From an optimization exercise on the open Yosys and OpenROAD flow, aimed at small area; shortcuts taken in it are not production practice.
The RTL was checked by simulation tests, not by an equivalence proof against the original design.
The clock port is modelled as an ideal driver, which makes a skipped or thinned clock tree look cheaper than it is; a real chip needs a root buffer or a tree.

oak:
## top_lift_with_doors
module top_lift_with_doors (
    input  wire clk,
    input  wire rst,
    input  wire btn_set,
    input  wire [3:0] sw,
    output wire [14:0] leds,
    output wire [6:0] seg,
    output wire [3:0] an
);
    wire [3:0] floor;
    wire [3:0] target_floor;
    wire       door_open;
    lift_go_to_target lift_inst (
        .clk(clk), .rst(rst), .btn_set(btn_set), .sw(sw),
        .leds(leds), .floor(floor), .target_floor(target_floor),
        .door_open(door_open)
    );
    wire music_en = (floor != 4'd0 && floor != 4'd14);
    sevenseg_display sseg (
        .clk(clk), .rst(rst), .music_en(music_en), .door_open(door_open),
        .seg(seg), .an(an)
    );
endmodule
For scale: about 240 cells after synthesis, ~49 flip-flops, about 33 I/O pins, ~2000 sq um of cells after synthesis.
Settings: LEC_CHECK=0, CAP_MARGIN=20, CORE_MARGIN=2, CORE_UTILIZATION=65, SLEW_MARGIN=20; clock period 10.0 ns.
standard.sh (not shown) runs the stock make flow with config.mk's settings and CLKGATE_MAP_FILE= SYNTH_SCRIPT=/design/flow/synth_recipe.tcl, a recipe that flattens the netlist after the stock synthesis.
==> flow/flow/run.sh <==
#!/bin/bash
# Layout flow: the standard ORFS flow with three changes.
#  1. Synthesis is the standard flow's own synthesis script unchanged, except that the
#     ABC mapping step uses flow/abc_area.script (area-oriented mapping)
#     instead of ORFS's speed script. Registers are mapped before ABC, so
#     they are exactly the standard synthesis's.
#  2. Port buffers use the smallest buffer cell (buf_1).
#  3. Clock tree: a single clock buffer drives every register (CTS builds
#     the tree, flow/one_clkbuf.tcl then folds it into its root buffer).
# Each step's full output goes to its own log file in this folder.
set -o pipefail
here=$(pwd)
{
  cat <<'T'
proc abc {args} {
  set i [lsearch -exact $args -script]
  if { $i >= 0 } { lset args [expr {$i + 1}] $::env(AREA_ABC_SCRIPT) }
  yosys abc {*}$args
}
T
  cat synth_recipe.tcl
} > synth_area.tcl
export AREA_ABC_SCRIPT=$here/flow/abc_area.script
bash standard.sh SYNTH_SCRIPT=$here/synth_area.tcl synth > synth.log 2>&1 || exit 1
export LEAF_COUNT=3 LEAF_CELL=sky130_fd_sc_hd__clkbuf_8
bash standard.sh \
  POST_CTS_TCL=$here/flow/leaf_tree.tcl \
  BUFFER_PORTS_ARGS="-buffer_cell sky130_fd_sc_hd__buf_1" \
  CTS_ARGS="-sink_clustering_enable -repair_clock_nets -dont_use_dummy_load -buf_list sky130_fd_sc_hd__clkbuf_8" \
  finish > layout.log 2>&1
==> flow/flow/leaf_tree.tcl <==
set block [ord::get_db_block]
set k $::env(LEAF_COUNT)
set root ""
set leaves {}
foreach inst [$block getInsts] {
  set name [$inst getName]
  if { [string match "clkbuf_0_*" $name] } { set root $inst } elseif { [string match "clkbuf_*" $name] } { lappend leaves $inst }
}
if { $root ne "" && [llength $leaves] >= $k } {
  set clknet [[$root findITerm A] getNet]
  # clock sinks
  set sinks {}
  foreach leaf $leaves {
    foreach it [[[$leaf findITerm X] getNet] getITerms] {
      if { [$it getInst] ne $leaf } { lappend sinks $it }
    }
  }
  set xs {}; set ys {}
  foreach it $sinks {
    set bb [[$it getInst] getBBox]
    lappend xs [expr {([$bb xMin] + [$bb xMax]) / 2.0}]
    lappend ys [expr {([$bb yMin] + [$bb yMax]) / 2.0}]
  }
  set n [llength $sinks]
  # k-means, seeded with sinks spread along the sorted x order
  set order [lsort -real -indices $xs]
  set cx {}; set cy {}
  for {set c 0} {$c < $k} {incr c} {
    set s [lindex $order [expr {int(($c + 0.5) * $n / $k)}]]
    lappend cx [lindex $xs $s]; lappend cy [lindex $ys $s]
  }
  for {set iter 0} {$iter < 50} {incr iter} {
    set asg {}
    for {set i 0} {$i < $n} {incr i} {
      set best 0; set bd 1e30
      for {set c 0} {$c < $k} {incr c} {
        set d [expr {abs([lindex $xs $i] - [lindex $cx $c]) + abs([lindex $ys $i] - [lindex $cy $c])}]
        if { $d < $bd } { set bd $d; set best $c }
      }
      lappend asg $best
    }
    set nx {}; set ny {}
    for {set c 0} {$c < $k} {incr c} {
      set sx 0.0; set sy 0.0; set m 0
      for {set i 0} {$i < $n} {incr i} {
        if { [lindex $asg $i] == $c } { set sx [expr {$sx + [lindex $xs $i]}]; set sy [expr {$sy + [lindex $ys $i]}]; incr m }
      }
      if { $m > 0 } { lappend nx [expr {$sx / $m}]; lappend ny [expr {$sy / $m}] } else { lappend nx [lindex $cx $c]; lappend ny [lindex $cy $c] }
    }
    set cx $nx; set cy $ny
  }
  # disconnect everything from the old tree
  foreach it $sinks { $it disconnect }
  set oldnets {}
  foreach b [concat [list $root] $leaves] {
    lappend oldnets [[$b findITerm X] getNet]
    [$b findITerm A] disconnect
    [$b findITerm X] disconnect
  }
  foreach b [lrange $leaves $k end] { odb::dbInst_destroy $b }
  odb::dbInst_destroy $root
  foreach net $oldnets { odb::dbNet_destroy $net }
  set master [[ord::get_db] findMaster $::env(LEAF_CELL)]
  for {set c 0} {$c < $k} {incr c} {
    set b [lindex $leaves $c]
    $b swapMaster $master
    set net [odb::dbNet_create $block "clknet_leaf_$c"]
    $net setSigType CLOCK
    [$b findITerm A] connect $clknet
    [$b findITerm X] connect $net
    $b setLocation [expr {int([lindex $cx $c])}] [expr {int([lindex $cy $c])}]
    $b setPlacementStatus PLACED
    for {set i 0} {$i < $n} {incr i} {
      if { [lindex $asg $i] == $c } { [lindex $sinks $i] connect $net }
    }
  }
  $clknet setNonDefaultRule NULL
  puts "leaf_tree: $k leaf buffers for $n clock sinks"
  detailed_placement
  estimate_parasitics -placement
  repair_timing -hold -verbose
  detailed_placement
  check_placement -verbose
  report_clock_skew
}
Other scripts of this flow, unchanged in this note and not shown: flow/flow/abc_area.script, flow/flow/drop_root.tcl, flow/flow/one_clkbuf.tcl
oak | stages: all done | timing, DRC, antenna: all pass
For pine, these inputs were changed with respect to oak:
diff --git a/flow/flow/run.sh b/flow/flow/run.sh
--- a/flow/flow/run.sh
+++ b/flow/flow/run.sh
@@ -24,3 +24,3 @@
 bash standard.sh SYNTH_SCRIPT=$here/synth_area.tcl synth > synth.log 2>&1 || exit 1
-export LEAF_COUNT=3 LEAF_CELL=sky130_fd_sc_hd__clkbuf_8
+export LEAF_COUNT=4 LEAF_CELL=sky130_fd_sc_hd__clkbuf_4
 bash standard.sh \
- Wire length (pine vs. oak) decreases slightly
- Sequential share of layout area in pine is 0.25 points higher than in oak
- Cell area on pine is ahead of oak.

[static timing again, ports no longer ideal]
The flow's constraints put no driver on any port. The routed layouts listed below were extracted and timed again, unchanged, in two steps. Step 1 assumes that a clkbuf_16 drives the clock port and a buf_2 every other input. Step 2 moves the port delays by t, midway between the first and last clock arrival at a register: inputs arrive t later, outputs are due t later. That takes back most of the time a late clock gives input paths. Three values: ideal, step 1, step 2; two values: the first two.
| run | shift t [ns] | slack for setup (ns) | latest minus earliest clock arrival (ns) | worst register clock-pin slew, ns | worst slew at a driven data input, ns |
|---|---|---|---|---|---|
| oak | 0.198 | 6.431 / 6.385 / 6.582 | 0.013 / 0.013 | 0.10 / 0.10 | 0.03 |
| pine | 0.212 | 6.412 / 6.366 / 6.578 | 0.011 / 0.011 | 0.12 / 0.12 | 0.03 |
After both steps every run listed still meets setup and hold.
